From an optimization exercise on the open Yosys and OpenROAD flow, aimed at a short achievable clock period and few clock cycles; shortcuts taken in it are not production practice. The RTL was checked by simulation tests, not by an equivalence proof against the original design. The clock cells of runs 3 to 6 come from the design's own scripts or RTL, not from TritonCTS. The clock input has no modelled driver; a real chip could not lean on it and would need a root buffer or a full tree. Power figures rest on the tool's default switching activity, not on a simulated workload.

[design/flow/standard.sh]
#!/bin/bash
# synth_recipe.tcl (not shown) runs the flow's synth.tcl, then flattens the netlist and writes it again
# the make line also repeats each setting of config.mk as NAME=value (left out here)
make -C /OpenROAD-flow-scripts/flow DESIGN_CONFIG=/design/flow/config.mk WORK_HOME=/design/flow/orfs CLKGATE_MAP_FILE= SYNTH_SCRIPT=/design/flow/synth_recipe.tcl "${@:-finish}"
[design/flow/flow/run.sh]
#!/bin/bash
set -euo pipefail
MARGIN=$(cat flow/margin.txt)
bash standard.sh synth > synth.log 2>&1
bash standard.sh SETUP_SLACK_MARGIN=$MARGIN finish > layout.log 2>&1
[design/flow/flow/margin.txt]
8.4
[design/flow/design.v]
`timescale 1ns / 1ps
module cpu_top (
    input wire clk,
    input wire rst,
    output wire [15:0] mem_addr,
    input wire [7:0] mem_rdata,
    output wire [7:0] mem_wdata,
    output wire mem_we,
    output wire [7:0] out_value,
    output wire halted
);
    reg [15:0] ma;        
    reg [15:0] ret;       
    reg [7:0]  dr;        
    reg [7:0]  m0;
    reg [7:0]  a, b, c;
    reg [7:0]  outr;
    reg        we;
    reg        hlt, hlt_p;
    reg        first;
    reg        st_boot, st_op, st_aft, st_lo, st_data;
    reg        k_lda, k_sta;              
    reg        w_a, w_b, w_c;             
    reg sel_c;                                    
    reg a_add, a_and, a_xor, a_or, a_mov, a_cma, a_shl, a_shr;
    reg y_x, y_inv, y_cin;                        
    reg b_inc, b_dec, b_fa, b_fc;
    reg c_inc, c_dec, c_fa, c_fb;
    assign mem_addr  = ma;
    assign mem_wdata = a;
    assign mem_we    = we;
    assign out_value = outr;
    assign halted    = hlt;
    wire [7:0] d = mem_rdata;
    wire dr_mvi_a = dr == 8'h3E;
    wire dr_mvi_b = dr == 8'h06;
    wire dr_mvi_c = dr == 8'h0E;
    wire dr_lda   = dr == 8'h3A;
    wire dr_sta   = dr == 8'h32;
    wire dr_jmp   = dr == 8'hC3;
    wire dr_multi = dr_mvi_a | dr_mvi_b | dr_mvi_c | dr_lda | dr_sta | dr_jmp;
    wire run     = ~hlt_p & ~hlt;
    wire byte_op = st_op | (st_aft & ~dr_multi);    
    wire dec1    = st_aft & ~dr_multi;              
    wire opnd1   = st_aft & dr_multi;               
    wire is_hlt  = run & byte_op & (d == 8'h76);
    wire [7:0] x   = sel_c ? c : b;
    wire [7:0] y   = (x & {8{y_x}}) ^ {8{y_inv}};
    wire [7:0] sum = a + y + {7'b0, y_cin};
    wire [7:0] a_n = ({8{a_add}} & sum)
                   | ({8{a_and}} & (a & x))
                   | ({8{a_xor}} & (a ^ x))
                   | ({8{a_or}}  & (a | x))
                   | ({8{a_mov}} & x)
                   | ({8{a_cma}} & ~a)
                   | ({8{a_shl}} & {a[6:0], 1'b0})
                   | ({8{a_shr}} & {1'b0, a[7:1]});
    wire a_w = a_add | a_and | a_xor | a_or | a_mov | a_cma | a_shl | a_shr;
    wire [7:0] b_id = b + (b_inc ? 8'h01 : 8'hFF);
    wire [7:0] c_id = c + (c_inc ? 8'h01 : 8'hFF);
    wire [7:0] b_n = (b_inc | b_dec) ? b_id : (b_fa ? a : c);
    wire [7:0] c_n = (c_inc | c_dec) ? c_id : (c_fa ? a : b);
    wire b_w = b_inc | b_dec | b_fa | b_fc;
    wire c_w = c_inc | c_dec | c_fa | c_fb;
    wire [15:0] ma_inc = ma + 16'd1;
    always @(posedge clk) begin
        if (st_boot) begin
            a <= 8'h00; b <= 8'h00; c <= 8'h00;
        end else begin
            if (w_a) a <= dr;
            else if (a_w) a <= a_n;
            if (w_b) b <= dr;
            else if (b_w) b <= b_n;
            if (w_c) c <= dr;
            else if (c_w) c <= c_n;
        end
        if (st_boot) ma <= 16'h0000;
        else if (run) begin
            if (opnd1 && dr_jmp) ma <= {d, m0};
            else if (st_lo) ma <= {dr, d};
            else if (st_data) ma <= ret;
            else ma <= ma_inc;
        end
        if (run && st_lo) ret <= ma_inc;
        if (run) dr <= d;
        if (first) m0 <= d;
    end
    always @(posedge clk or posedge rst) begin
        if (rst) begin
            outr <= 8'h00;
            {sel_c, a_add, a_and, a_xor, a_or, a_mov, a_cma, a_shl, a_shr} <= 9'b0;
            {y_x, y_inv, y_cin} <= 3'b0;
            {b_inc, b_dec, b_fa, b_fc, c_inc, c_dec, c_fa, c_fb} <= 8'b0;
            we <= 1'b0; hlt <= 1'b0; hlt_p <= 1'b0; first <= 1'b0;
            st_boot <= 1'b1; st_op <= 1'b0; st_aft <= 1'b0; st_lo <= 1'b0; st_data <= 1'b0;
            k_lda <= 1'b0; k_sta <= 1'b0;
            w_a <= 1'b0; w_b <= 1'b0; w_c <= 1'b0;
        end else begin
            if (b_inc) outr <= b_id;
            sel_c <= dr[0] | (dr == 8'h48);
            a_add <= run && dec1 && (dr == 8'h80 || dr == 8'h81 || dr == 8'h90 || dr == 8'h91 ||
                                     dr == 8'h3C || dr == 8'h3D);
            y_x   <= dr[7];
            y_inv <= (dr[7] & dr[4]) | (dr == 8'h3D);
            y_cin <= (dr[7] & dr[4]) | (dr == 8'h3C);
            a_and <= run && dec1 && (dr == 8'hA0 || dr == 8'hA1);
            a_xor <= run && dec1 && (dr == 8'hA8 || dr == 8'hA9);
            a_or  <= run && dec1 && (dr == 8'hB0 || dr == 8'hB1);
            a_mov <= run && dec1 && (dr == 8'h78 || dr == 8'h79);
            a_cma <= run && dec1 && (dr == 8'h2F);
            a_shl <= run && dec1 && (dr == 8'h17);
            a_shr <= run && dec1 && (dr == 8'h1F);
            b_inc <= run && dec1 && (dr == 8'h04);
            b_dec <= run && dec1 && (dr == 8'h05);
            b_fa  <= run && dec1 && (dr == 8'h47);
            b_fc  <= run && dec1 && (dr == 8'h41);
            c_inc <= run && dec1 && (dr == 8'h0C);
            c_dec <= run && dec1 && (dr == 8'h0D);
            c_fa  <= run && dec1 && (dr == 8'h4F);
            c_fb  <= run && dec1 && (dr == 8'h48);
            first <= st_boot;
            hlt_p <= is_hlt;
            hlt   <= hlt | hlt_p | (is_hlt & ~(st_aft & dr == 8'h04));
            if (run) begin
                we <= st_lo & k_sta;
                if (opnd1) begin
                    k_lda <= dr_lda;
                    k_sta <= dr_sta;
                end
                w_a <= (opnd1 & dr_mvi_a) | (st_data & k_lda);
                w_b <= opnd1 & dr_mvi_b;
                w_c <= opnd1 & dr_mvi_c;
                st_boot <= 1'b0;
                st_op   <= st_boot | (opnd1 & ~(dr_lda | dr_sta)) | st_data;
                st_aft  <= byte_op;
                st_lo   <= opnd1 & (dr_lda | dr_sta);
                st_data <= st_lo;
            end else begin
                we <= 1'b0;
                w_a <= 1'b0; w_b <= 1'b0; w_c <= 1'b0;
            end
        end
    end
endmodule
[design/flow/config.mk]
export PLATFORM = sky130hd
export DESIGN_NAME = cpu_top
export DESIGN_NICKNAME = cpu_top
export VERILOG_FILES = /design/flow/design.v
export SDC_FILE = /design/flow/constraint.sdc
export NUM_CORES = 4
export LEC_CHECK = 0
export ABC_CLOCK_PERIOD_IN_PS = 2500
export CAP_MARGIN = 20
export CORE_MARGIN = 2
export CORE_UTILIZATION = 40
export SLEW_MARGIN = 20
export SYNTH_MEMORY_MAX_BITS = 262144
[design/flow/constraint.sdc]
create_clock -name core_clock -period 11.0 [get_ports {clk}]
set_input_delay 2.2000 -clock core_clock [delete_from_list [all_inputs] [get_ports {clk}]]
set_output_delay 2.2000 -clock core_clock [all_outputs]
set_load 0.01 [all_outputs]
==> run notes, run 1 <==
Crit path capture type - primary output
Seq cells post-synth - 114
H-Tree Depth - 4
Main synth FF type - dfrtp_1
Core Region - 17900 sq um
Largest net degree at the start of global routing - 29
Final worst-path cycle share - 0.287
# diodes - 0
Antenna-violating nets left - 0
Power Dens Cells - 110 nW/um^2
Area fraction of the dominant cell type after synthesis - 0.141
Clk slew on worst S/H paths - 0.06 ns
First-pass GRT wire length - 35800 microns
Final hold violation count - 0
Most frequent cells in the layout - nand2_1, nor2_1, buf_4
# DRC - 0
Initial DRT Pass Iterations - 7
Final setup margin - 7.84 ns
CP max-delay cell - dfrtp_1
Clk_skew - 0.0121 ns
Placement Setup Slack - 7.41 ns
Die area - 19300 sq um
Drt total wl - 22300 microns
Vias in the first global route - 6484
Final HPWL DP - 14500 microns
Mapped Avg Cell Area - 9.02 sq um
Leakage - 3.57 nW
WHS - 0.472 ns
Num rows - 49
Area grow syn2layout - 22.9%
Max Root-Sink Buffers - 2
Slew @ Worst Pin - 0.960 ns
Commonest non-fill, non-tap cell in the layout - nand2_1
Worst skew pair latency - 0.43 ns
Initial core utilization - 0.406
Synth Cell Area - 7270 sq um
CP peak stage delay - 0.39 ns
Gr ovfl total - 0
Pins Over Slew Limit - 0
CP arrival - 0.96 ns
Count of different cell masters after synthesis - 82
CTS sink cnt - 114
Crit-path cells - buf_2
DIE WIDTH - 139 microns
Setup violators final - 0
MaxCap Viol Count - 0
Fmax - 316 MHz
CTS root buf - clkbuf_16
Total track usage - 0.235
CP delay by family, top - flip-flops
Number of flops mapped to enable cells by yosys - 32
Worst path bufs/invs - 1
RSZ-0062 raised after global routing - true
Gate Count Post-Synth - 806
WL/cell - 20.2 microns
Synth area leaders - dfrtp_1, edfxtp_1, dfxtp_1, ha_1, nand2_1
Crit-path max FO - 2
Syn Nets - 855
Final min period - 3.16 ns
CTS tree - built
Crit Path Class - register to primary output
Share of layout cells above drive strength 1 - 0.238
Asr flop ratio synth - 0.368
Critical Path RT - 8.80 ns
1st-iter DRT viols - 579
Fin nets - 911
Via density per instance - 6.03
Initial antenna violation count - 0
R2R Setup Slk - 8.39 ns
# port buffers - 43
Die Height - 139 microns
Setup total negative slack - 0 ns
CP startpoint kind - register
# hold bufs at CTS - 0
Area leader, netlist - dfrtp_1
VDD IR-drop max - 118 uV
GPL Wtd Cong - 0.881
Yosys warns - 1
Status - complete, no violations
Routed vias - 6654
Sequential fraction of the synthesis area - 0.387
Slew margin rel. - 0.357
I/O pin cnt - 44
Inserted Clock Buffers - 17
Hold/Removal Path Class - register to register
worst min-delay path, delay by kind of cell, from the launching register on:
family | cells | cell delay [ns]
AOI/OAI and AO/OA | 2 | 0.12
DFF | 1 | 0.33
cell usage after synthesis, drive strengths merged (6+ instances only):
library cell / count
nand2: 66
nor2: 65
clkbuf: 46
inv: 44
a21oi: 42
dfrtp: 41
dfxtp: 40
o21ai: 40
ha: 35
edfxtp: 32
nor3: 27
nand3: 23
a211oi: 20
a22oi: 20
mux2i: 19
xnor2: 18
mux2: 16
nor4: 15
a21o: 11
nand2b: 11
nor2b: 10
o31ai: 10
xor2: 10
a31oi: 9
nand4: 9
or2: 9
and2: 7
buf: 7
o211ai: 7
a221oi: 6
a22o: 6
nand3b: 6
o2111ai: 6
o22ai: 6
routing by layer:
| layer | track usage | vias up | part of all wire |
|---|---|---|---|
| met3 | 0.0428 | 55 | 0.069 |
| met2 | 0.370 | 293 | 0.46 |
| met1 | 0.318 | 3196 | 0.43 |
| met4 | 0.103 | 0 | 0.035 |
| li1 | - | 3110 | - |
| met5 | 0 | - | 0 |
path summary, 6_finish.rpt:
path	from	to	cells past startpoint
worst max-delay path	hlt	halted	1
worst min-delay path	m0[3]	ma[3]	2
worst max register to register	sel_c	a[4]	12
worst min register to register	m0[3]	ma[3]	2
max in group asynchronous	rst	st_boot	2
min in group asynchronous	rst	b_fc	2
registers in the layout, indices dropped and copies added, names as in the netlist, 8 cells and up:
name and cells:
a 8, b 8, c 8, dr 8, m0 8, ma 16
outr 8, ret 16
what timing repair did:
item	CTS	global route
endpoints found under the setup margin	123	76
buffers inserted	32	9
gates cloned	2	2
pin swaps	8	6
gates resized for setup	241	17
report_power, final:
part | internal [W] | switching (W) | leakage [nW] | total [W]
Clock | 0.000316 | 0.000226 | 0.275 | 0.000543
Sequential | 0.000427 | 0 | 1.19 | 0.000427
Combinational | 0.00000526 | 0.00000815 | 2.11 | 0.0000134
Total | 0.000749 | 0.000234 | 3.57 | 0.000983
layout make-up:
cell class / instances / area [sq um]
Fill cell: 1689 / 8970
Multi-Input combinational cell: 594 / 4200
Sequential cell: 114 / 2900
Timing Repair Buffer: 86 / 763
Clock buffer: 17 / 425
Tap cell: 229 / 287
Inverter: 45 / 173
Clock inverter: 15 / 148
Timing Repair inverter: 4 / 30.0
through the flow:
step	instance area (sq um)	power, W	instances	util
after floorplan	7320	0.000443	806	-
after global placement	7850	0.000450	1027	0.438
after detailed placement	7850	0.000450	1027	0.438
after CTS	8780	0.000987	1093	0.491
after global routing	8930	0.00101	1104	0.499
final	8930	0.000983	1104	0.499
cell families (layout without fill, tap and decap cells):
logic type	count (synthesis)	after routing	share of synthesized area
flops	114	114	0.387
compound gates	226	226	0.217
buf+inv	98	167	0.0515
mux	35	35	0.0510
simple gates	266	266	0.188
xor+xnor	28	28	0.0337
fa+ha+maj	39	39	0.0713
Testbench counts, summed over its fixed seeds: cycles 42,401.
==> run 2, diff against run 1 <==
--- a/design/flow/config.mk
+++ b/design/flow/config.mk
@@ -11,2 +11,4 @@
 export CORE_UTILIZATION = 40
+export CTS_CLUSTER_DIAMETER = 100
+export CTS_CLUSTER_SIZE = 40
 export SLEW_MARGIN = 20
==> run 2 against run 1 <==
Still clean. Sequential power about the same. Hold slack unchanged. Fmax did not move. Sequential share of layout area did not move.
==> run notes, run 2 <==
Max Root-Sink Buffers - 2 (unchanged)
Die area - 19300 sq um (unchanged)
Most used standard cells in the synthesized netlist - nand2_1, nor2_1, clkbuf_1, a21oi_1, dfrtp_1 (unchanged)
Initial core utilization - 0.406 (unchanged)
MaxCap Viol Count - 0 (unchanged)
Area fraction of the dominant cell type after synthesis - 0.141 (unchanged)
Gate Count Post-Synth - 806 (unchanged)
Leakage - 3.57 nW (unchanged)
Slew margin rel. - 0.357 (unchanged)
Area grow syn2layout - 22.9% (unchanged)
Critical Path RT - 8.80 ns (about the same)
Worst R2R Path Depth - 12 (unchanged)
Crit Path Class - register to primary output (unchanged)
Crit-path max FO - 2 (unchanged)
CP peak stage delay - 0.39 ns (about the same)
Routed vias - 6654 (unchanged)
Final HPWL DP - 14500 microns (unchanged)
CP arrival - 0.96 ns (about the same)
CP startpoint kind - register (unchanged)
Inserted Clock Buffers - 17 (unchanged)
R2R Setup Slk - 8.39 ns (about the same)
Number of flops mapped to enable cells by yosys - 32 (unchanged)
Final setup margin - 7.84 ns (unchanged)
CP delay by family, top - flip-flops (unchanged)
Die Height - 139 microns (unchanged)
1st-iter DRT viols - 579 (unchanged)
WHS Endpoint - ma[3] (unchanged)
Asr flop ratio synth - 0.368 (unchanged)
Crit-path cells - buf_2 (unchanged)
Most frequent cells in the layout - nand2_1, nor2_1, buf_4 (unchanged)
Final Core Density - 0.499 (unchanged)
Critical hold path startpoint - m0[3] (unchanged)
Synth Cell Area - 7270 sq um (unchanged)
GPL Wtd Cong - 0.881 (unchanged)
Worst path bufs/invs - 1 (unchanged)
Final worst-path cycle share - 0.287 (unchanged)
Share of layout cells above drive strength 1 - 0.238 (unchanged)
Top-count cell post-synth - nand2_1 (unchanged)
Mapped Avg Cell Area - 9.02 sq um (unchanged)
Placement Setup Slack - 7.41 ns (unchanged)
CP max-delay cell - dfrtp_1 (unchanged)
Core Region - 17900 sq um (unchanged)
Antenna-violating nets left - 0 (unchanged)
Non-Filler Instances - 1104 (unchanged)
CTS tree - built (unchanged)
WL/cell - 20.2 microns (unchanged)
Placed instance count - 1027 (unchanged)
Hold path depth - 2 (unchanged)
Final hold violation count - 0 (unchanged)
Yosys warns - 1 (unchanged)
Syn Nets - 855 (unchanged)
CP startpoint - hlt (unchanged)
Commonest non-fill, non-tap cell in the layout - nand2_1 (unchanged)
Worst skew pair latency - 0.43 ns (about the same)
Vias in the first global route - 6484 (unchanged)
Total track usage - 0.235 (unchanged)
Crit Reg-Reg Endpoint - a[4] (unchanged)
Initial antenna violation count - 0 (unchanged)
Initial DRT Pass Iterations - 7 (unchanged)
CTS root buf - clkbuf_16 (unchanged)
Status - complete, no violations (unchanged)
Largest net degree at the start of global routing - 29 (unchanged)
Top Registers - ma: 16 flops, ret: 16 flops (unchanged)
CTS sink cnt - 114 (unchanged)
Placed inst area - 7850 sq um (unchanged)
Fin nets - 911 (unchanged)
# diodes - 0 (unchanged)
Synth area leaders - dfrtp_1, edfxtp_1, dfxtp_1, ha_1, nand2_1 (unchanged)
Setup total negative slack - 0 ns (unchanged)
RSZ-0062 raised after global routing - true (unchanged)
DIE WIDTH - 139 microns (unchanged)
First-pass GRT wire length - 35800 microns (unchanged)
Sequential fraction of the synthesis area - 0.387 (unchanged)
Power Dens Cells - 110 nW/um^2 (unchanged)
Pins Over Slew Limit - 0 (unchanged)
Area leader, netlist - dfrtp_1 (unchanged)
Crit path capture type - primary output (unchanged)
Gr ovfl total - 0 (unchanged)
VDD IR-drop max - 118 uV (unchanged)
Drt total wl - 22300 microns (unchanged)
I/O pin cnt - 44 (unchanged)
# hold bufs at CTS - 0 (unchanged)
Final min period - 3.16 ns (unchanged)
Hold/Removal Path Class - register to register (unchanged)
# DRC - 0 (unchanged)
Clk_skew - 0.0121 ns (unchanged)
Setup violators final - 0 (unchanged)
Count of different cell masters after synthesis - 82 (unchanged)
Seq cells post-synth - 114 (unchanged)
Design Area, Final - 8930 sq um (unchanged)
Fmax - 316 MHz (unchanged)
Num rows - 49 (unchanged)
R2R Path Start - sel_c (unchanged)
Clk slew on worst S/H paths - 0.06 ns (about the same)
Slew @ Worst Pin - 0.960 ns (unchanged)
# port buffers - 43 (unchanged)
Main synth FF type - dfrtp_1 (unchanged)
Via density per instance - 6.03 (unchanged)
H-Tree Depth - 4 (unchanged)
-- run 2: cell counts in the layout (fill, tap and decap cells not counted) --
Identical to the previous run, type by type.
-- run 2: where the power goes --
part / internal (W) / switching, W / total [W] / leakage (nW)
Sequential: 0.000427 / 0 / 0.000427 / 1.19
Combinational: 0.00000526 / 0.00000815 / 0.0000134 / 2.11
Clock: 0.000316 / 0.000226 / 0.000543 / 0.275
Total: 0.000749 / 0.000234 / 0.000983 / 3.57
-- run 2: worst max-delay path by stage --
stage	end	slack, ns	cells past startpoint
2_1_floorplan	hlt	8.16	3
6_report	halted	7.84	1
3_3_place_gp	hlt	7.44	4
5_1_grt	halted	7.80	1
4_1_cts	halted	7.81	1
3_5_place_dp	hlt	7.41	4
-- run 2: cell type report --
cell class              instances  area, sq um
repair buffers                 86          763
clock inverters                15          148
well taps                     229          287
repair inverters                4         30.0
clock buffers                  17          425
fillers                      1689         8970
multi-input cells             594         4200
flip-flops and latches        114         2900
inverters                      45          173
-- run 2: kinds of logic after synthesis --
| group | count (synthesis) | share of synthesized area |
|---|---|---|
| AOI/OAI and AO/OA | 226 | 0.217 |
| xor gates and xnor gates | 28 | 0.0337 |
| adders and majority gates | 39 | 0.0713 |
| buffers and inverters | 98 | 0.0515 |
| DFF | 114 | 0.387 |
| muxes | 35 | 0.0510 |
| and+or+nand+nor | 266 | 0.188 |
-- run 2: metal layers --
layer | routed length, microns | global-route usage | up-vias
li1 | - | - | 3110
met1 | 9670 | 0.318 | 3196
met5 | 0 | 0 | -
met4 | 770 | 0.103 | 0
met2 | 10300 | 0.370 | 293
met3 | 1540 | 0.0428 | 55
-- run 2: stage by stage --
step / total power (W) / hold slack (ns)
2_1_floorplan: 0.000443 / 0.376
3_3_place_gp: 0.000450 / 0.451
3_5_place_dp: 0.000450 / 0.457
4_1_cts: 0.000987 / 0.470
5_1_grt: 0.00101 / 0.508
6_report: 0.000983 / 0.472
-- run 2: worst min-delay path, cell delays in order, from the launching register on --
cell	delay [ns]
edfxtp_1	0.33
a22oi_1	0.06
o21ai_0	0.06
-- run 2: what timing repair did --
action	in CTS	in global routing
gates cloned	2	2
hold endpoints to repair	0	0
pin swaps	8	6
setup buffers	32	9
resized for setup	241	17
endpoints found under the setup margin	123	76
==> run 3, diff against run 2 <==
==> design/flow/flow/run.sh (replaced) <==
#!/bin/bash
set -euo pipefail
source flow/settings.sh
bash standard.sh synth > synth.log 2>&1
bash standard.sh SETUP_SLACK_MARGIN=$MARGIN place > place.log 2>&1
bash standard.sh SETUP_SLACK_MARGIN=$MARGIN CLK_NBUF=$CLK_NBUF CLK_BUFCELL=$CLK_BUFCELL \
  RUN_SCRIPT=$PWD/flow/cts.tcl RUN_LOG_NAME_STEM=4_1_cts run > cts.log 2>&1
bash standard.sh SETUP_SLACK_MARGIN=$MARGIN do-4_cts do-route > route.log 2>&1
bash standard.sh SETUP_SLACK_MARGIN=$MARGIN finish > finish.log 2>&1
==> design/flow/flow/cts.tcl (new file) <==
# Clock tree of one level: the clock port drives NBUF clock buffers, each
# placed at the middle of a balanced group of the registers it clocks. Then
# the usual post-CTS legalisation and timing repair, as ORFS's cts.tcl does.
utl::set_metrics_stage "cts__{}"
source $::env(SCRIPTS_DIR)/load.tcl
erase_non_stage_variables cts
load_design 3_place.odb 3_place.sdc

set nbuf $::env(CLK_NBUF)
set bufcell $::env(CLK_BUFCELL)
set block [ord::get_db_block]
set clknet [$block findNet clk]

# clock sinks with their locations
set sinks {}
foreach it [$clknet getITerms] {
  set inst [$it getInst]
  set bb [$inst getBBox]
  set x [expr {([$bb xMin] + [$bb xMax]) / 2}]
  set y [expr {([$bb yMin] + [$bb yMax]) / 2}]
  lappend sinks [list $x $y [$inst getName] [[$it getMTerm] getName]]
}
puts "clock sinks: [llength $sinks]"

# split into nbuf groups of equal size: by x into columns, then by y
proc split_groups {items n axis} {
  if {$n <= 1} { return [list $items] }
  set s [lsort -integer -index $axis $items]
  set n1 [expr {$n / 2}]
  set k [expr {([llength $s] * $n1 + $n / 2) / $n}]
  set na [expr {1 - $axis}]
  return [concat [split_groups [lrange $s 0 [expr {$k - 1}]] $n1 $na] \
                 [split_groups [lrange $s $k end] [expr {$n - $n1}] $na]]
}
set groups [split_groups $sinks $nbuf 0]

set i 0
foreach g $groups {
  set sx 0; set sy 0
  foreach s $g { incr sx [lindex $s 0]; incr sy [lindex $s 1] }
  set cx [expr {$sx / [llength $g]}]
  set cy [expr {$sy / [llength $g]}]
  set bname "clkbuf_one_$i"
  set nname "clknet_one_$i"
  set master [[ord::get_db] findMaster $bufcell]
  set inst [odb::dbInst_create $block $master $bname]
  set net [odb::dbNet_create $block $nname]
  $net setSigType CLOCK
  [$inst findITerm A] connect $clknet
  [$inst findITerm X] connect $net
  foreach s $g {
    set it [[$block findInst [lindex $s 2]] findITerm [lindex $s 3]]
    $it disconnect
    $it connect $net
  }
  $inst setLocation $cx $cy
  $inst setPlacementStatus PLACED
  puts "group $i: [llength $g] sinks, buffer at $cx $cy"
  incr i
}
$clknet setSigType CLOCK

set_propagated_clock [all_clocks]
log_cmd estimate_parasitics -placement

set_placement_padding -global \
  -left $::env(CELL_PAD_IN_SITES_DETAIL_PLACEMENT) \
  -right $::env(CELL_PAD_IN_SITES_DETAIL_PLACEMENT)
detailed_placement
log_cmd estimate_parasitics -placement
report_clock_latency
set_dont_use $::env(DONT_USE_CELLS)

repair_timing_helper
detailed_placement
check_placement -verbose
report_clock_latency
report_worst_slack -max
report_worst_slack -min

report_metrics 4 "cts final"
orfs_write_db $::env(RESULTS_DIR)/4_1_cts.odb
orfs_write_sdc $::env(RESULTS_DIR)/4_cts.sdc
==> design/flow/flow/settings.sh (new file) <==
MARGIN=8.4
CLK_NBUF=4
CLK_BUFCELL=sky130_fd_sc_hd__clkbuf_16
--- a/design/flow/config.mk
+++ b/design/flow/config.mk
@@ -11,4 +11,2 @@
 export CORE_UTILIZATION = 40
-export CTS_CLUSTER_DIAMETER = 100
-export CTS_CLUSTER_SIZE = 40
 export SLEW_MARGIN = 20
removed: design/flow/flow/margin.txt
==> run 3 against run 2 <==
Design area down 4.9%. Fmax is 8.2% higher. Critical endpoint unchanged. Still clean. Combinational power up 11%. Synthesized cell count is the same. Sequential power about the same.
==> run notes, run 3 <==
Crit Path Class - register to primary output (unchanged)
Slew @ Worst Pin - 0.920 ns (was 0.960 ns)
Area leader, netlist - dfrtp_1 (unchanged)
R2R Path Start - sel_c (unchanged)
Logic pwr share - 0.024 (was 0.014)
Worst path bufs/invs - 1 (unchanged)
Pins Over Slew Limit - 0 (unchanged)
RSZ-0062 raised after global routing - true (unchanged)
# hold bufs at CTS - 0 (unchanged)
Worst skew pair latency - 0.18 ns (was 0.43 ns)
# port buffers - 43 (unchanged)
Worst R2R Path Depth - 12 (unchanged)
VDD IR-drop max - 82.0 uV (was 118 uV)
Synth Cell Area - 7270 sq um (unchanged)
Placed inst area - 7850 sq um (unchanged)
Design Area, Final - 8490 sq um (was 8930 sq um)
Setup total negative slack - 0 ns (unchanged)
Crit Reg-Reg Endpoint - a[4] (unchanged)
Crit-path max FO - 2 (unchanged)
Register area - 2900 sq um (unchanged)
Via density per instance - 5.99 (was 6.03)
Area of the multi-input gates - 4200 sq um (unchanged)
Final hold violation count - 0 (unchanged)
Core Region - 17900 sq um (unchanged)
Final min period - 2.92 ns (was 3.16 ns)
# fillers - 1726 (was 1689)
Area grow syn2layout - 16.8% (was 22.9%)
Fin nets - 903 (was 911)
Fmax - 342 MHz (was 316 MHz)
Asr flop ratio synth - 0.368 (unchanged)
Gr ovfl total - 0 (unchanged)
Total track usage - 0.223 (was 0.235)
Leakage - 3.36 nW (was 3.57 nW)
Slew margin rel. - 0.384 (was 0.357)
Seq pwr share - 0.683 (was 0.435)
Critical hold path startpoint - m0[4] (was m0[3])
Syn Nets - 855 (unchanged)
Hold path depth - 2 (unchanged)
# diodes - 0 (unchanged)
Status - complete, no violations (unchanged)
CP startpoint kind - register (unchanged)
I/O pin cnt - 44 (unchanged)
Synth area leaders - dfrtp_1, edfxtp_1, dfxtp_1, ha_1, nand2_1 (unchanged)
Most used standard cells in the synthesized netlist - nand2_1, nor2_1, clkbuf_1, a21oi_1, dfrtp_1 (unchanged)
CP peak stage delay - 0.41 ns (was 0.39 ns)
Commonest non-fill, non-tap cell in the layout - nand2_1 (unchanged)
Clk_skew - 0.0175 ns (was 0.0121 ns)
Pint - 0.000501 W (was 0.000749 W)
Critical Path RT - 8.80 ns (about the same)
Initial core utilization - 0.406 (unchanged)
Switching power - 0.000124 W (was 0.000234 W)
Vias in the first global route - 6269 (was 6484)
Largest net degree at the start of global routing - 30 (was 29)
Count of different cell masters after synthesis - 82 (unchanged)
Drt total wl - 22000 microns (was 22300 microns)
Clock power frac - 0.293 (was 0.552)
Area fraction of the dominant cell type after synthesis - 0.141 (unchanged)
Top-count cell post-synth - nand2_1 (unchanged)
WL/cell - 20.3 microns (was 20.2 microns)
Most frequent cells in the layout - nand2_1, nor2_1, buf_4 (unchanged)
Main synth FF type - dfrtp_1 (unchanged)
Sequential fraction of the synthesis area - 0.387 (unchanged)
R2R Setup Slk - 8.35 ns (was 8.39 ns)
CP max-delay cell - dfrtp_1 (unchanged)
Final worst-path cycle share - 0.266 (was 0.287)
CP delay by family, top - flip-flops (unchanged)
Yosys warns - 1 (unchanged)
Initial DRT Pass Iterations - 7 (unchanged)
Top Registers - ma: 16 flops, ret: 16 flops (unchanged)
Mapped Avg Cell Area - 9.02 sq um (unchanged)
Crit path capture type - primary output (unchanged)
Routed vias - 6475 (was 6654)
# DRC - 0 (unchanged)
Final HPWL DP - 14500 microns (unchanged)
Number of flops mapped to enable cells by yosys - 32 (unchanged)
WHS Endpoint - ma[4] (was ma[3])
Power Dens Cells - 73.6 nW/um^2 (was 110 nW/um^2)
GPL Wtd Cong - 0.881 (unchanged)
CP arrival - 0.72 ns (was 0.96 ns)
Initial antenna violation count - 0 (unchanged)
Setup violators final - 0 (unchanged)
Num rows - 49 (unchanged)
Hold/Removal Path Class - register to register (unchanged)
First-pass GRT wire length - 35200 microns (was 35800 microns)
Seq cells post-synth - 114 (unchanged)
Clk slew on worst S/H paths - 0.11 ns (was 0.06 ns)
Antenna-violating nets left - 0 (unchanged)
Sw frac - 0.198 (was 0.238)
Share of layout cells above drive strength 1 - 0.222 (was 0.238)
Die Height - 139 microns (unchanged)
DIE WIDTH - 139 microns (unchanged)
1st-iter DRT viols - 563 (was 579)
Gate Count Post-Synth - 806 (unchanged)
Die area - 19300 sq um (unchanged)
MaxCap Viol Count - 0 (unchanged)
Crit-path cells - buf_2 (unchanged)
## run 3: cell families after synthesis
kind of cell             synth area share
AO/OA/AOI/OAI                       0.217
XOR/XNOR                           0.0337
adder cells (fa/ha/maj)            0.0713
buffers and inverters              0.0515
flip-flops                          0.387
multiplexers                       0.0510
AND/OR/NAND/NOR                     0.188
## run 3: stage by stage
stage / setup WS (ns) / power [W] / hold slack, ns / utilization / cells
floorplan: 8.16 / 0.000443 / 0.376 / - / 806
global placement: 7.44 / 0.000450 / 0.451 / 0.438 / 1027
detailed placement: 7.41 / 0.000450 / 0.457 / 0.438 / 1027
global route: 8.03 / 0.000643 / 0.521 / 0.474 / 1081
finish: 8.08 / 0.000625 / 0.483 / 0.474 / 1081
## run 3: worst min-delay path: stages, from the launching register on
cell	delay, ns
edfxtp_1	0.34
a22oi_1	0.06
o21ai_0	0.06
## run 3: timing repair
item	CTS	global route
pin swaps	13	6
setup endpoints to repair	133	61
gates cloned	3	0
buffers inserted	40	7
resized for setup	259	9
hold endpoints to repair	0	0
## run 3: how the worst max path moves through the flow
stage                         to         start  cells past startpoint  slack, ns
after floorplan              hlt  mem_rdata[7]                      3       8.16
after global placement       hlt  mem_rdata[5]                      4       7.44
after detailed placement     hlt  mem_rdata[7]                      4       7.41
after CTS                 halted           hlt                      1       8.07
after global routing         hlt  mem_rdata[0]                      4       8.03
final                     halted           hlt                      1       8.08
## run 3: per-layer routing
layer | wire (microns) | track usage | share of wire
met4 | 770 | 0.0696 | 0.035
met1 | 9850 | 0.322 | 0.45
met2 | 10200 | 0.357 | 0.46
met3 | 1170 | 0.0173 | 0.053
met5 | 0 | 0 | 0
## run 3: power groups by stage
stage / sequential [W] / combinational, W / clock, W
finish: 0.000427 / 0.0000149 / 0.000183
global route: 0.000427 / 0.0000159 / 0.000201
global placement: 0.000441 / 0.00000940 / 0
detailed placement: 0.000441 / 0.00000946 / 0
CTS: 0.000427 / 0.0000146 / 0.000188
floorplan: 0.000441 / 0.00000267 / 0
## run 3: final cells by class
class | count | area share
inverter | 45 | 0.0203
sequential | 114 | 0.342
timing repair buffer | 92 | 0.0946
tap | 229 | 0.0337
multi-input combinational | 594 | 0.495
buffer | 4 | 0.0118
timing repair inverter | 3 | 0.00265
==> run 4, diff against run 3 <==
--- a/design/flow/flow/run.sh
+++ b/design/flow/flow/run.sh
@@ -5,3 +5,3 @@
 bash standard.sh SETUP_SLACK_MARGIN=$MARGIN place > place.log 2>&1
-bash standard.sh SETUP_SLACK_MARGIN=$MARGIN CLK_NBUF=$CLK_NBUF CLK_BUFCELL=$CLK_BUFCELL \
+bash standard.sh SETUP_SLACK_MARGIN=$MARGIN CLK_NBUF=$CLK_NBUF CLK_BUFCELL=$CLK_BUFCELL CLK_INV1=${CLK_INV1:-} CLK_INV2=${CLK_INV2:-} \
   RUN_SCRIPT=$PWD/flow/cts.tcl RUN_LOG_NAME_STEM=4_1_cts run > cts.log 2>&1
--- a/design/flow/flow/cts.tcl
+++ b/design/flow/flow/cts.tcl
@@ -1,3 +1,4 @@
-# Clock tree of one level: the clock port drives NBUF clock buffers, each
-# placed at the middle of a balanced group of the registers it clocks. Then
+# Clock tree of one level: the clock port drives NBUF clock buffers (or
+# pairs of inverters), each placed at the middle of a balanced group of the
+# registers it clocks. Then
 # the usual post-CTS legalisation and timing repair, as ORFS's cts.tcl does.
@@ -44,8 +45,22 @@
   set nname "clknet_one_$i"
-  set master [[ord::get_db] findMaster $bufcell]
-  set inst [odb::dbInst_create $block $master $bname]
   set net [odb::dbNet_create $block $nname]
   $net setSigType CLOCK
-  [$inst findITerm A] connect $clknet
-  [$inst findITerm X] connect $net
+  if {$bufcell eq "inv"} {
+    # two inverters in a row: a small one at the port's side, a big one
+    # driving the group
+    set i1 [odb::dbInst_create $block [[ord::get_db] findMaster $::env(CLK_INV1)] "clkinv_one_a$i"]
+    set i2 [odb::dbInst_create $block [[ord::get_db] findMaster $::env(CLK_INV2)] "clkinv_one_b$i"]
+    set mid [odb::dbNet_create $block "clknet_mid_$i"]
+    $mid setSigType CLOCK
+    [$i1 findITerm A] connect $clknet
+    [$i1 findITerm Y] connect $mid
+    [$i2 findITerm A] connect $mid
+    [$i2 findITerm Y] connect $net
+    set placed [list $i1 $i2]
+  } else {
+    set inst [odb::dbInst_create $block [[ord::get_db] findMaster $bufcell] $bname]
+    [$inst findITerm A] connect $clknet
+    [$inst findITerm X] connect $net
+    set placed [list $inst]
+  }
   foreach s $g {
@@ -55,4 +70,6 @@
   }
-  $inst setLocation $cx $cy
-  $inst setPlacementStatus PLACED
+  foreach inst $placed {
+    $inst setLocation $cx $cy
+    $inst setPlacementStatus PLACED
+  }
   puts "group $i: [llength $g] sinks, buffer at $cx $cy"
==> design/flow/flow/settings.sh (replaced) <==
MARGIN=8.4
CLK_NBUF=4
CLK_BUFCELL=inv
CLK_INV1=sky130_fd_sc_hd__clkinv_8
CLK_INV2=sky130_fd_sc_hd__clkinv_16
==> run 4 against run 3 <==
Core utilization rose by 0.38 points. Sequential share of layout area fell by 0.33 points. Critical path depth did not move. Fmax fell by 1.4%. First-iteration DRC count fell by 8.3%. Design area rose by 0.81%. Setup slack got worse by 0.040 ns. Via count rose by 0.91%. Synthesized cell count did not move. Combinational power rose by 3%. Synthesized area did not move. Critical path type unchanged. Largest power group unchanged.
==> run notes, run 4 <==
Largest net degree at the start of global routing - 30 (unchanged)
CP arrival - 0.76 ns (was 0.72 ns)
Gr ovfl total - 0 (unchanged)
GR met2 Demand/Resource - 0.359 (was 0.357)
Crit path capture type - primary output (unchanged)
Power, Total - 0.000654 W (was 0.000625 W)
Met1 Resource Use GR - 0.321 (was 0.322)
Critical hold path startpoint - m0[3] (was m0[4])
Fmax - 337 MHz (was 342 MHz)
Total track usage - 0.222 (was 0.223)
Hold/Removal Path Class - register to register (unchanged)
Area fraction of the dominant cell type after synthesis - 0.141 (unchanged)
Routed vias - 6534 (was 6475)
1st-iter DRT viols - 516 (was 563)
Worst skew pair latency - 0.14 ns (was 0.18 ns)
I/O pin cnt - 44 (unchanged)
Crit Path Class - register to primary output (unchanged)
Initial DRT Pass Iterations - 7 (unchanged)
# port buffers - 43 (unchanged)
Pins Over Slew Limit - 0 (unchanged)
Worst path bufs/invs - 1 (unchanged)
Number of flops mapped to enable cells by yosys - 32 (unchanged)
Clk slew on worst S/H paths - 0.07 ns (was 0.11 ns)
Syn Nets - 855 (unchanged)
Num rows - 49 (unchanged)
CP max-delay cell - dfxtp_2 (was dfrtp_1)
# diodes - 0 (unchanged)
WL/cell - 20.3 microns (about the same)
Fin nets - 903 (unchanged)
Most used standard cells in the synthesized netlist - nand2_1, nor2_1, clkbuf_1, a21oi_1, dfrtp_1 (unchanged)
Leakage - 3.37 nW (was 3.36 nW)
Top-count cell post-synth - nand2_1 (unchanged)
Initial antenna violation count - 0 (unchanged)
Setup total negative slack - 0 ns (unchanged)
First-pass GRT wire length - 35100 microns (was 35200 microns)
RSZ-0062 raised after global routing - true (unchanged)
Asr flop ratio synth - 0.368 (unchanged)
Final HPWL DP - 14500 microns (unchanged)
MaxCap Viol Count - 0 (unchanged)
VDD IR-drop max - 69.2 uV (was 82.0 uV)
Critical Path RT - 8.80 ns (about the same)
Core Region - 17900 sq um (unchanged)
Gate Count Post-Synth - 806 (unchanged)
GPL Wtd Cong - 0.881 (unchanged)
Met3 Resource Use GR - 0.0190 (was 0.0173)
Final Core Density - 0.478 (was 0.474)
Commonest non-fill, non-tap cell in the layout - nand2_1 (unchanged)
Drt total wl - 21900 microns (was 22000 microns)
DIE WIDTH - 139 microns (unchanged)
R2R Path Start - sel_c (unchanged)
Final min period - 2.96 ns (was 2.92 ns)
Status - complete, no violations (unchanged)
CP peak stage delay - 0.39 ns (was 0.41 ns)
Mapped Avg Cell Area - 9.02 sq um (unchanged)
CP startpoint - ma[5] (was hlt)
Via density per instance - 6.04 (was 5.99)
Area leader, netlist - dfrtp_1 (unchanged)
Yosys warns - 1 (unchanged)
Grt peak-use layer - met2 (unchanged)
Slew @ Worst Pin - 0.958 ns (was 0.920 ns)
Share of layout cells above drive strength 1 - 0.225 (was 0.222)
Most frequent cells in the layout - nand2_1, nor2_1, buf_4 (unchanged)
Final worst-path cycle share - 0.270 (was 0.266)
Die Height - 139 microns (unchanged)
Crit-path cells - clkdlybuf4s15_2 (was buf_2)
CP delay by family, top - flip-flops (unchanged)
Seq cells post-synth - 114 (unchanged)
Count of different cell masters after synthesis - 82 (unchanged)
CP startpoint kind - register (unchanged)
Area grow syn2layout - 17.8% (was 16.8%)
Clk_skew - 0.0132 ns (was 0.0175 ns)
Slew margin rel. - 0.359 (was 0.384)
# DRC - 0 (unchanged)
Initial core utilization - 0.406 (unchanged)
Die area - 19300 sq um (unchanged)
Power Dens Cells - 76.4 nW/um^2 (was 73.6 nW/um^2)
Final hold violation count - 0 (unchanged)
Sequential fraction of the synthesis area - 0.387 (unchanged)
Setup violators final - 0 (unchanged)
Antenna-violating nets left - 0 (unchanged)
Synth area leaders - dfrtp_1, edfxtp_1, dfxtp_1, ha_1, nand2_1 (unchanged)
Main synth FF type - dfrtp_1 (unchanged)
Vias in the first global route - 6288 (was 6269)
Top Registers - ma: 16 flops, ret: 16 flops (unchanged)
Synth Cell Area - 7270 sq um (unchanged)
Crit-path max FO - 6 (was 2)
run 4: changes by cell type in the layout (fill, tap and decap cells not counted), sizes merged:
cell           before  now
clkinv              1    9
clkinvlp            4    5
clkdlybuf4s15       0    2
buf                91   84
clkbuf              4    0
run 4: stage by stage:
step | hold slack (ns) | cell area [sq um] | std cells | setup WS, ns
6_report | 0.471 | 8560 | 1081 | 8.04
5_1_grt | 0.510 | 8560 | 1081 | 7.99
3_5_place_dp | 0.457 | 7850 | 1027 | 7.41
3_3_place_gp | 0.451 | 7850 | 1027 | 7.44
2_1_floorplan | 0.376 | 7320 | 806 | 8.16
run 4: final cells by class:
class                   count  area (sq um)
fillers                  1736          9340
inverters                  53           358
multi-input cells         594          4220
flip-flops and latches    114          2900
well taps                 229           287
repair buffers             87           776
repair inverters            4          27.5
run 4: logic make-up (layout without fill, tap and decap cells):
| family | after synthesis | count (layout) | share of synthesized area |
|---|---|---|---|
| AO/OA/AOI/OAI | 226 | 226 | 0.217 |
| XOR/XNOR | 28 | 28 | 0.0337 |
| adder cells (fa/ha/maj) | 39 | 39 | 0.0713 |
| buffers and inverters | 98 | 144 | 0.0515 |
| flip-flops | 114 | 114 | 0.387 |
| multiplexers | 35 | 35 | 0.0510 |
| AND/OR/NAND/NOR | 266 | 266 | 0.188 |
run 4: what timing repair did:
item | in CTS | in global routing
gates cloned | 3 | 1
gates resized for setup | 257 | 13
endpoints found under the hold margin | 0 | 0
setup buffers | 35 | 7
pin swaps | 16 | 10
setup endpoints to repair | 133 | 63
hold buffers | 0 | 0
run 4: tightest hold or removal path, cell delays in order, from the launching register on:
cell and delay (ns):
edfxtp_1 0.33, a22oi_1 0.06, o21ai_0 0.06
run 4: where the power goes:
| group | internal [W] | switching [W] |
|---|---|---|
| clock | 0.0000485 | 0.000163 |
| sequential | 0.000427 | 0 |
| combinational | 0.00000664 | 0.00000861 |
run 4: per-layer routing:
metal	up-vias	part of all wire	wire length [microns]
met5	-	0	0
li1	3065	-	-
met1	3186	0.44	9720
met3	41	0.057	1260
met4	0	0.029	633
met2	242	0.47	10300
run 4: final timing paths:
kind | to | slack, ns | cells after the start
setup reg to reg | a[4] | 8.39 | 12
max in group asynchronous | we | 8.40 | 3
hold / removal | ma[3] | 0.47 | 2
hold reg to reg | ma[3] | 0.47 | 2
setup / recovery | mem_addr[5] | 8.04 | 1
min in group asynchronous | st_op | 2.37 | 2
==> run 5, diff against run 4 <==
--- a/design/flow/design.v
+++ b/design/flow/design.v
@@ -12,3 +12,4 @@
     reg [15:0] ma;        
-    reg [15:0] ret;       
+    reg [15:0] pc;        
+    reg [7:0]  wd;        
     reg [7:0]  dr;        
@@ -18,3 +19,4 @@
     reg        we;
-    reg        hlt, hlt_p;
+    reg        hlt;        
+    reg        frz;        
     reg        first;
@@ -29,3 +31,3 @@
     assign mem_addr  = ma;
-    assign mem_wdata = a;
+    assign mem_wdata = wd;
     assign mem_we    = we;
@@ -41,3 +43,3 @@
     wire dr_multi = dr_mvi_a | dr_mvi_b | dr_mvi_c | dr_lda | dr_sta | dr_jmp;
-    wire run     = ~hlt_p & ~hlt;
+    wire run     = ~frz;
     wire byte_op = st_op | (st_aft & ~dr_multi);    
@@ -45,3 +47,3 @@
     wire opnd1   = st_aft & dr_multi;               
-    wire is_hlt  = run & byte_op & (d == 8'h76);
+    wire is_hlt  = st_aft & (dr == 8'h76);          
     wire [7:0] x   = sel_c ? c : b;
@@ -64,3 +66,3 @@
     wire c_w = c_inc | c_dec | c_fa | c_fb;
-    wire [15:0] ma_inc = ma + 16'd1;
+    wire [15:0] pc_inc = pc + 16'd1;
     always @(posedge clk) begin
@@ -80,6 +82,11 @@
             else if (st_lo) ma <= {dr, d};
-            else if (st_data) ma <= ret;
-            else ma <= ma_inc;
+            else if (st_data) ma <= pc;
+            else ma <= pc_inc;
         end
-        if (run && st_lo) ret <= ma_inc;
+        if (st_boot) pc <= 16'h0000;
+        else if (run) begin
+            if (opnd1 && dr_jmp) pc <= {d, m0};
+            else if (!st_data) pc <= pc_inc;
+        end
+        wd <= a;
         if (run) dr <= d;
@@ -93,3 +100,3 @@
             {b_inc, b_dec, b_fa, b_fc, c_inc, c_dec, c_fa, c_fb} <= 8'b0;
-            we <= 1'b0; hlt <= 1'b0; hlt_p <= 1'b0; first <= 1'b0;
+            we <= 1'b0; hlt <= 1'b0; frz <= 1'b0; first <= 1'b0;
             st_boot <= 1'b1; st_op <= 1'b0; st_aft <= 1'b0; st_lo <= 1'b0; st_data <= 1'b0;
@@ -121,4 +128,4 @@
             first <= st_boot;
-            hlt_p <= is_hlt;
-            hlt   <= hlt | hlt_p | (is_hlt & ~(st_aft & dr == 8'h04));
+            frz <= frz | is_hlt;
+            hlt <= hlt | is_hlt;
             if (run) begin
==> run 5 against run 4 <==
Sequential share of layout area down 0.77 points. First-iteration DRC count up 24%. Combinational power up 110%. Clock skew down 0.0037 ns. Critical path type unchanged. Largest power group unchanged. Highest routed layer unchanged.
==> run notes, run 5 <==
Status - complete, no violations (unchanged)
Number of flops mapped to enable cells by yosys - 16 (was 32)
First-pass GRT wire length - 33300 microns (was 35100 microns)
Register area - 2840 sq um (was 2900 sq um)
Seq cells post-synth - 122 (was 114)
VDD IR-drop max - 69.8 uV (was 69.2 uV)
Leakage - 3.52 nW (was 3.37 nW)
Die area - 19800 sq um (was 19300 sq um)
WL/cell - 18.6 microns (was 20.3 microns)
Gr ovfl total - 0 (unchanged)
Fmax - 349 MHz (was 337 MHz)
CP delay by family, top - flip-flops (unchanged)
# fillers - 1774 (was 1736)
Final worst-path cycle share - 0.261 (was 0.270)
Initial antenna violation count - 0 (unchanged)
Gate Count Post-Synth - 864 (was 806)
Initial core utilization - 0.411 (was 0.406)
Setup violators final - 0 (unchanged)
CP startpoint kind - register (unchanged)
Largest net degree at the start of global routing - 61 (was 30)
Die Height - 141 microns (was 139 microns)
DIE WIDTH - 141 microns (was 139 microns)
# diodes - 0 (unchanged)
Total track usage - 0.206 (was 0.222)
Clk_skew - 0.00945 ns (was 0.0132 ns)
Core Region - 18100 sq um (was 17900 sq um)
Worst path bufs/invs - 1 (unchanged)
CP peak stage delay - 0.40 ns (was 0.39 ns)
Vias in the first global route - 6080 (was 6288)
# DRC - 0 (unchanged)
Final min period - 2.87 ns (was 2.96 ns)
Final HPWL DP - 13800 microns (was 14500 microns)
Slew @ Worst Pin - 0.788 ns (was 0.958 ns)
Drt total wl - 20800 microns (was 21900 microns)
Asr flop ratio synth - 0.344 (was 0.368)
Sequential fraction of the synthesis area - 0.377 (was 0.387)
Antenna-violating nets left - 0 (unchanged)
Area of the multi-input gates - 4410 sq um (was 4220 sq um)
Most frequent cells in the layout - nor2_1, nand2_1, a21oi_1 (was nand2_1, nor2_1, buf_4)
Final Core Density - 0.473 (was 0.478)
Area fraction of the dominant cell type after synthesis - 0.172 (was 0.141)
Synth Cell Area - 7460 sq um (was 7270 sq um)
Via density per instance - 5.77 (was 6.04)
Initial DRT Pass Iterations - 7 (unchanged)
Yosys warns - 1 (unchanged)
CP arrival - 0.67 ns (was 0.76 ns)
RSZ-0062 raised after global routing - true (unchanged)
Crit Path Class - register to primary output (unchanged)
Slew margin rel. - 0.471 (was 0.359)
Fin nets - 940 (was 903)
Crit-path max FO - 2 (was 6)
Most used standard cells in the synthesized netlist - nand2_1, nor2_1, a21oi_1, dfxtp_1, inv_1 (was nand2_1, nor2_1, clkbuf_1, a21oi_1, dfrtp_1)
Main synth FF type - dfxtp_1 (was dfrtp_1)
CP max-delay cell - dfrtp_1 (was dfxtp_2)
Critical Path RT - 8.80 ns (about the same)
Routed vias - 6450 (was 6534)
GPL Wtd Cong - 0.845 (was 0.881)
Crit-path cells - buf_2 (was clkdlybuf4s15_2)
Power Dens Cells - 82.7 nW/um^2 (was 76.4 nW/um^2)
Placed inst area - 8030 sq um (was 7850 sq um)
Commonest non-fill, non-tap cell in the layout - nor2_1 (was nand2_1)
Design Area, Final - 8590 sq um (was 8560 sq um)
Mapped Avg Cell Area - 8.63 sq um (was 9.02 sq um)
Num rows - 49 (unchanged)
Setup total negative slack - 0 ns (unchanged)
# port buffers - 43 (unchanged)
Pins Over Slew Limit - 0 (unchanged)
Area grow syn2layout - 15.2% (was 17.8%)
Worst skew pair latency - 0.14 ns (about the same)
Final hold violation count - 0 (unchanged)
Synth area leaders - dfxtp_1, dfrtp_1, edfxtp_1, ha_1, a21oi_1 (was dfrtp_1, edfxtp_1, dfxtp_1, ha_1, nand2_1)
Syn Nets - 913 (was 855)
1st-iter DRT viols - 640 (was 516)
Count of different cell masters after synthesis - 73 (was 82)
Crit path capture type - primary output (unchanged)
Top Registers - ma: 16 flops, pc: 16 flops (was ma: 16 flops, ret: 16 flops)
Share of layout cells above drive strength 1 - 0.198 (was 0.225)
Top-count cell post-synth - nand2_1 (unchanged)
Area leader, netlist - dfxtp_1 (was dfrtp_1)
MaxCap Viol Count - 0 (unchanged)
Hold/Removal Path Class - register to register (unchanged)
I/O pin cnt - 44 (unchanged)
Clk slew on worst S/H paths - 0.07 ns (about the same)
run 5: changes by cell type in the layout (fill, tap and decap cells not counted), sizes merged, moves of 8 or more:
cell    before  now
a21oi       42   74
a22oi       20   12
buf         84   73
dfxtp       40   64
edfxtp      32   16
nand2       66   95
nand3       23    6
nor2        65   87
nor3        27   18
o21ai       40   48
run 5: cell families (layout without fill, tap and decap cells):
logic type / Yosys count / after routing / share of synthesized area
DFF: 122 / 122 / 0.377
buffers and inverters: 103 / 128 / 0.0562
and+or+nand+nor: 290 / 290 / 0.194
adders and majority gates: 39 / 39 / 0.0695
muxes: 34 / 34 / 0.0485
xor gates and xnor gates: 34 / 34 / 0.0409
AOI/OAI and AO/OA: 242 / 242 / 0.214
run 5: timing repair:
action,in CTS,in global routing
pin swaps,18,17
buffers inserted,11,14
resized for setup,245,31
hold buffers,0,0
endpoints found under the setup margin,125,59
cloned,3,0
run 5: power breakdown:
group / switching (W) / leakage (nW) / internal, W
combinational: 0.0000176 / 2.20 / 0.0000145
sequential: 0.00000758 / 1.25 / 0.000455
clock: 0.000167 / 0.0732 / 0.0000486
run 5: routing by layer:
metal / share of wire / track usage
met1: 0.47 / 0.301
met2: 0.47 / 0.341
met3: 0.039 / 0.00991
met4: 0.017 / 0.0416
met5: 0 / 0
run 5: worst reg2reg max path: stages, from the launching register on:
cell and delay, ns:
dfrtp_2 0.42, mux2_4 0.33, nand2_4 0.08, xor2_2 0.16
fa_2 0.25, inv_2 0.04, fa_2 0.37, a21o_1 0.18
a21oi_2 0.19, xnor2_1 0.15, nand2_1 0.10, a32o_1 0.30
a21oi_2 0.13
run 5: final cells by class:
type / count / area share
Sequential cell: 122 / 0.331
Tap cell: 229 / 0.0333
Timing Repair Buffer: 74 / 0.0785
Multi-Input combinational cell: 639 / 0.514
Timing Repair inverter: 3 / 0.00262
Inverter: 51 / 0.0412
run 5: metrics by stage:
step	std cells	setup WS [ns]	total power [W]	hold WS (ns)
after detailed placement	1082	7.59	0.000496	0.455
after floorplan	864	8.30	0.000483	0.404
after global placement	1082	7.59	0.000495	0.461
final	1118	8.13	0.000711	0.471
after global routing	1118	8.08	0.000743	0.500
run 5: final timing paths:
| path | start | endpoint | slack (ns) | cells past startpoint |
|---|---|---|---|---|
| max in group asynchronous | rst | st_boot | 8.48 | 3 |
| worst min register to register | hlt | hlt | 0.47 | 1 |
| worst max register to register | sel_c | a[4] | 8.22 | 12 |
| worst max-delay path | outr[2] | out_value[2] | 8.13 | 1 |
| min in group asynchronous | rst | b_fa | 2.25 | 2 |
| worst min-delay path | hlt | hlt | 0.47 | 1 |
Testbench counts of run 5, summed over its fixed seeds: cycles 42,524.
==> run 6, diff against run 5 <==
--- a/design/flow/design.v
+++ b/design/flow/design.v
@@ -47,3 +47,3 @@
     wire opnd1   = st_aft & dr_multi;               
-    wire is_hlt  = st_aft & (dr == 8'h76);          
+    wire is_hlt  = run & byte_op & (d == 8'h76);    
     wire [7:0] x   = sel_c ? c : b;
@@ -129,3 +129,3 @@
             frz <= frz | is_hlt;
-            hlt <= hlt | is_hlt;
+            hlt <= frz | (is_hlt & ~(st_aft & dr == 8'h04));
             if (run) begin
==> run 6 against run 5 <==
Still clean on timing, DRC and antenna. Synthesized cell count decreased by 1.9%. Combinational power grew to 12 times the previous value. Clock skew grew 0.0071 ns. Synthesized area is 2.6% lower. Design area about the same. Global-route usage is 0.98 points lower. Sequential share of layout area is essentially flat. Critical endpoint is now halted.
==> run notes, run 6 <==
Top-count cell post-synth - nor2_1 (was nand2_1)
Worst skew pair latency - 0.14 ns (about the same)
1st-iter DRT viols - 415 (was 640)
GPL Wtd Cong - 0.848 (was 0.845)
Instance count on the critical path - 1 (unchanged)
# port buffers - 43 (unchanged)
Pint - 0.000745 W (was 0.000518 W)
Fmax - 347 MHz (was 349 MHz)
Placed instance count - 1066 (was 1082)
# DRC - 0 (unchanged)
Main synth FF type - dfxtp_1 (unchanged)
Logic pwr share - 0.323 (was 0.045)
Critical Path RT - 8.80 ns (about the same)
Critical hold path startpoint - ma[7] (was hlt)
Crit-path cells - buf_6 (was buf_2)
Initial DRT Pass Iterations - 5 (was 7)
Asr flop ratio synth - 0.344 (unchanged)
Switching power - 0.000426 W (was 0.000192 W)
Leakage - 3.50 nW (was 3.52 nW)
R2R Path Start - sel_c (unchanged)
R2R Setup Slk - 8.27 ns (was 8.22 ns)
VDD IR-drop max - 94.8 uV (was 69.8 uV)
Final HPWL DP - 13100 microns (was 13800 microns)
Hold/Removal Path Class - register to register (unchanged)
CP startpoint - hlt (was outr[2])
Clk_skew - 0.0166 ns (was 0.00945 ns)
CP arrival - 0.68 ns (was 0.67 ns)
Seq cells post-synth - 122 (unchanged)
Drt total wl - 19500 microns (was 20800 microns)
Total track usage - 0.196 (was 0.206)
Initial antenna violation count - 0 (unchanged)
Clock power frac - 0.183 (was 0.304)
Commonest non-fill, non-tap cell in the layout - nor2_1 (unchanged)
Sequential fraction of the synthesis area - 0.387 (was 0.377)
Most frequent cells in the layout - nor2_1, a21oi_1, nand2_1 (was nor2_1, nand2_1, a21oi_1)
Worst R2R Path Depth - 13 (was 12)
Gate Count Post-Synth - 848 (was 864)
Worst path bufs/invs - 1 (unchanged)
# diodes - 0 (unchanged)
Core Region - 17900 sq um (was 18100 sq um)
Non-Filler Instances - 1104 (was 1118)
Area of the multi-input gates - 4320 sq um (was 4410 sq um)
Die Height - 139 microns (was 141 microns)
Number of flops mapped to enable cells by yosys - 16 (unchanged)
Register area - 2840 sq um (about the same)
Yosys warns - 1 (unchanged)
Final min period - 2.88 ns (was 2.87 ns)
Status - complete, no violations (unchanged)
Area grow syn2layout - 18.1% (was 15.2%)
Num rows - 49 (unchanged)
CP delay by family, top - flip-flops (unchanged)
Slew margin rel. - 0.284 (was 0.471)
Synth area leaders - dfxtp_1, dfrtp_1, edfxtp_1, ha_1, a21oi_1 (unchanged)
# fillers - 1785 (was 1774)
Share of layout cells above drive strength 1 - 0.227 (was 0.198)
I/O pin cnt - 44 (unchanged)
Crit path capture type - primary output (unchanged)
CP startpoint kind - register (unchanged)
First-pass GRT wire length - 31600 microns (was 33300 microns)
Slew @ Worst Pin - 1.07 ns (was 0.788 ns)
Count of different cell masters after synthesis - 69 (was 73)
MaxCap Viol Count - 0 (unchanged)
Vias in the first global route - 6019 (was 6080)
Syn Nets - 897 (was 913)
WHS - 0.474 ns (was 0.471 ns)
Crit Reg-Reg Endpoint - a[6] (was a[4])
Pins Over Slew Limit - 0 (unchanged)
RSZ-0062 raised after global routing - true (unchanged)
Initial core utilization - 0.406 (was 0.411)
Final worst-path cycle share - 0.262 (was 0.261)
Clk slew on worst S/H paths - 0.07 ns (about the same)
Fin nets - 926 (was 940)
Largest net degree at the start of global routing - 62 (was 61)
DIE WIDTH - 139 microns (was 141 microns)
Final hold violation count - 0 (unchanged)
Routed vias - 6312 (was 6450)
WL/cell - 17.7 microns (was 18.6 microns)
CP peak stage delay - 0.41 ns (was 0.40 ns)
Synth Cell Area - 7270 sq um (was 7460 sq um)
Most used standard cells in the synthesized netlist - nor2_1, a21oi_1, nand2_1, dfxtp_1, inv_1 (was nand2_1, nor2_1, a21oi_1, dfxtp_1, inv_1)
Antenna-violating nets left - 0 (unchanged)
Via density per instance - 5.72 (was 5.77)
Area fraction of the dominant cell type after synthesis - 0.176 (was 0.172)
Crit Path Class - register to primary output (unchanged)
CP max-delay cell - dfrtp_1 (unchanged)
Die area - 19300 sq um (was 19800 sq um)
Top Registers - ma: 16 flops, pc: 16 flops (unchanged)
Area leader, netlist - dfxtp_1 (unchanged)
Mapped Avg Cell Area - 8.57 sq um (was 8.63 sq um)
Setup violators final - 0 (unchanged)
Seq pwr share - 0.493 (was 0.651)
Crit path to - halted (was out_value[2])
Gr ovfl total - 0 (unchanged)
Power Dens Cells - 136 nW/um^2 (was 82.7 nW/um^2)
Crit-path max FO - 1 (was 2)
Setup total negative slack - 0 ns (unchanged)
Sw frac - 0.364 (was 0.271)
run 6: cell types whose count changed in the layout (fill, tap and decap cells not counted), moves of 6 or more:
cell | previous run | this run
nand2b_1 | 7 | 0
nand4_1 | 10 | 4
nand3_1 | 6 | 14
xor2_1 | 8 | 15
nand2_1 | 82 | 73
a21oi_1 | 67 | 75
nor2b_1 | 15 | 4
run 6: metrics by stage:
stage	worst slack, ns	power, W	util	area, sq um
6_report	8.12	0.00117	0.480	8590
3_3_place_gp	7.52	0.000923	0.438	7850
2_1_floorplan	8.28	0.000814	-	7370
3_5_place_dp	7.48	0.000924	0.438	7850
5_1_grt	8.08	0.00126	0.480	8590
run 6: worst register-to-register path, stage by stage (launching register included):
cell and delay (ns):
dfrtp_2 0.45, mux2_4 0.34, nand2_4 0.07, xor2_2 0.15, fa_2 0.21, inv_2 0.04
fa_2 0.33, a21o_1 0.17, a21oi_2 0.16, o21ai_1 0.08, a21oi_1 0.16, xnor2_1 0.16
nand2_1 0.09, a221oi_2 0.23
run 6: worst min path at each step:
stage,end,slack [ns],cells after the start
global route,ma[13],0.49,2
global placement,ma[6],0.46,2
floorplan,y_x,0.38,0
detailed placement,ma[5],0.47,2
CTS,ma[6],0.48,2
finish,ma[7],0.47,2
run 6: kinds of logic after synthesis:
group,synth area share
AO/OA/AOI/OAI,0.204
XOR/XNOR,0.0482
adder cells (fa/ha/maj),0.0713
buffers and inverters,0.0609
flip-flops,0.387
multiplexers,0.0437
AND/OR/NAND/NOR,0.185
run 6: layout make-up:
type / count / area share
Timing Repair Buffer: 74 / 0.0839
Multi-Input combinational cell: 619 / 0.504
Sequential cell: 122 / 0.331
Timing Repair inverter: 3 / 0.00262
Inverter: 57 / 0.0453
Tap cell: 229 / 0.0334
run 6: power by group through the flow:
stage          clock network (W)  logic (W)  registers, W
6_report                0.000215   0.000379      0.000578
5_1_grt                 0.000245   0.000426      0.000587
4_1_cts                 0.000226   0.000360      0.000577
3_5_place_dp                   0   0.000344      0.000581
3_3_place_gp                   0   0.000341      0.000582
2_1_floorplan                  0   0.000253      0.000562
run 6: timing repair:
action                                  in CTS  in global routing
endpoints found under the hold margin        0                  0
pin swaps                                   28                 28
setup buffers                               16                 11
gates resized for setup                    272                 40
endpoints found under the setup margin     127                 79
hold buffers                                 0                  0
gates cloned                                 3                  0
run 6: per-layer routing:
layer	routed length (microns)	vias to the layer above	track usage
met4	415	0	0.0367
met5	0	-	0
met2	9760	107	0.349
met3	612	32	0.0117
li1	-	3073	-
met1	8730	3100	0.266
Testbench counts of run 6, summed over its fixed seeds: cycles 42,401.
==> run 7, diff against run 6 <==
--- a/design/flow/flow/cts.tcl
+++ b/design/flow/flow/cts.tcl
@@ -79,2 +79,19 @@
 
+# Move each output port's buffer next to the register that drives it, so the
+# register drives a short wire and the buffer drives the long one to the pin.
+foreach port [get_ports -filter "direction==output"] {
+  set pname [get_full_name $port]
+  set drv [get_pins -of_objects [get_nets $pname] -filter "direction==output"]
+  if {[llength $drv] != 1} { continue }
+  set buf [get_cells -of_objects $drv]
+  set in [get_pins -of_objects $buf -filter "direction==input"]
+  set src [get_pins -of_objects [get_nets -of_objects $in] -filter "direction==output"]
+  if {[llength $src] != 1} { continue }
+  set ff [$block findInst [get_full_name [get_cells -of_objects $src]]]
+  set bi [$block findInst [get_full_name $buf]]
+  set loc [$ff getLocation]
+  $bi setLocation [lindex $loc 0] [lindex $loc 1]
+  puts "moved [$bi getName] next to [$ff getName] for $pname"
+}
+
 set_propagated_clock [all_clocks]
==> run 7 against run 6 <==
The run now fails in 4_1_cts. Synthesized area unchanged. Synthesized cell count unchanged.
==> run notes, run 7 <==
Status - aborted with a tool error (was complete, no violations)
Failing step - 4_1_cts
Err - Error: cts.tcl, 95 invalid command name "NULL"
Top-count cell post-synth - nor2_1 (unchanged)
Syn Nets - 897 (unchanged)
Initial core utilization - 0.406 (unchanged)
Count of different cell masters after synthesis - 69 (unchanged)
Placed instance count - 1066 (unchanged)
Num rows - 49 (unchanged)
Gate Count Post-Synth - 848 (unchanged)
Seq cells post-synth - 122 (unchanged)
Placement Setup Slack - 7.48 ns (unchanged)
Most used standard cells in the synthesized netlist - nor2_1, a21oi_1, nand2_1, dfxtp_1, inv_1 (unchanged)
# port buffers - 43 (unchanged)
Synth Cell Area - 7270 sq um (unchanged)
Main synth FF type - dfxtp_1 (unchanged)
I/O pin cnt - 44 (unchanged)
Asr flop ratio synth - 0.344 (unchanged)
Area leader, netlist - dfxtp_1 (unchanged)
Final HPWL DP - 13100 microns (unchanged)
Mapped Avg Cell Area - 8.57 sq um (unchanged)
Sequential fraction of the synthesis area - 0.387 (unchanged)
Number of flops mapped to enable cells by yosys - 16 (unchanged)
Die Height - 139 microns (unchanged)
Area fraction of the dominant cell type after synthesis - 0.176 (unchanged)
Yosys warns - 1 (unchanged)
GPL Wtd Cong - 0.848 (unchanged)
Synth area leaders - dfxtp_1, dfrtp_1, edfxtp_1, ha_1, a21oi_1 (unchanged)
DIE WIDTH - 139 microns (unchanged)
-- run 7: worst min-delay path by stage --
| stage | from | end | slack [ns] | depth (start not counted) |
|---|---|---|---|---|
| floorplan | dr[7] | y_x | 0.38 | 0 |
| global placement | ma[6] | ma[6] | 0.46 | 2 |
| detailed placement | ma[5] | ma[5] | 0.47 | 2 |
-- run 7: cells by family after synthesis --
logic type / synth area share
multiplexers: 0.0437
AO/OA/AOI/OAI: 0.204
XOR/XNOR: 0.0482
buffers and inverters: 0.0609
AND/OR/NAND/NOR: 0.185
adder cells (fa/ha/maj): 0.0713
flip-flops: 0.387
-- run 7: per-stage QoR --
| step | utilization | cell area [sq um] | hold slack (ns) | power (W) |
|---|---|---|---|---|
| 3_3_place_gp | 0.438 | 7850 | 0.465 | 0.000923 |
| 2_1_floorplan | - | 7370 | 0.377 | 0.000814 |
| 3_5_place_dp | 0.438 | 7850 | 0.468 | 0.000924 |
-- run 7: power groups by stage --
stage	Clock, W	Combinational (W)	Sequential (W)
2_1_floorplan	0	0.000253	0.000562
3_3_place_gp	0	0.000341	0.000582
3_5_place_dp	0	0.000344	0.000581

==> afterwards: timing with drivers on the ports <==
No port has a modelled driver above. Below, the same layouts with a new extraction and two added sets of constraints.
Step 1 sets driving cells, clkbuf_16 on the clock port and buf_2 on the other inputs (assumed; they add their load-dependent delay and slew).
Step 2 adds t to the input delays and takes it off the output delays; t is the mean of the earliest and latest rising clock arrival at the registers after step 1. Input paths then give back, and output paths get back, about the clock's delay inside the block.
Slacks: ideal ports / drivers / drivers and shift; pairs: ideal ports / drivers.
| run | t, ns | setup slack, ns | clock arrival spread, ns |
|---|---|---|---|
| run 1 | 0.465 | 7.838 / 7.795 / 7.811 | 0.012 / 0.012 |
| run 2 | 0.465 | 7.838 / 7.795 / 7.811 | 0.012 / 0.012 |
| run 3 | 0.257 | 8.076 / 7.991 / 7.903 | 0.020 / 0.020 |
| run 4 | 0.272 | 8.035 / 7.892 / 7.877 | 0.017 / 0.016 |
| run 5 | 0.278 | 8.131 / 7.985 / 8.082 | 0.010 / 0.010 |
| run 6 | 0.278 | 8.122 / 7.975 / 8.038 | 0.016 / 0.017 |
After both steps setup and hold are still met in every run listed. For run 3, which loses most, drivers alone change the setup slack by -0.085 ns; drivers and shift together by -0.173 ns. The worst setup slack also covers recovery checks on asynchronous resets.
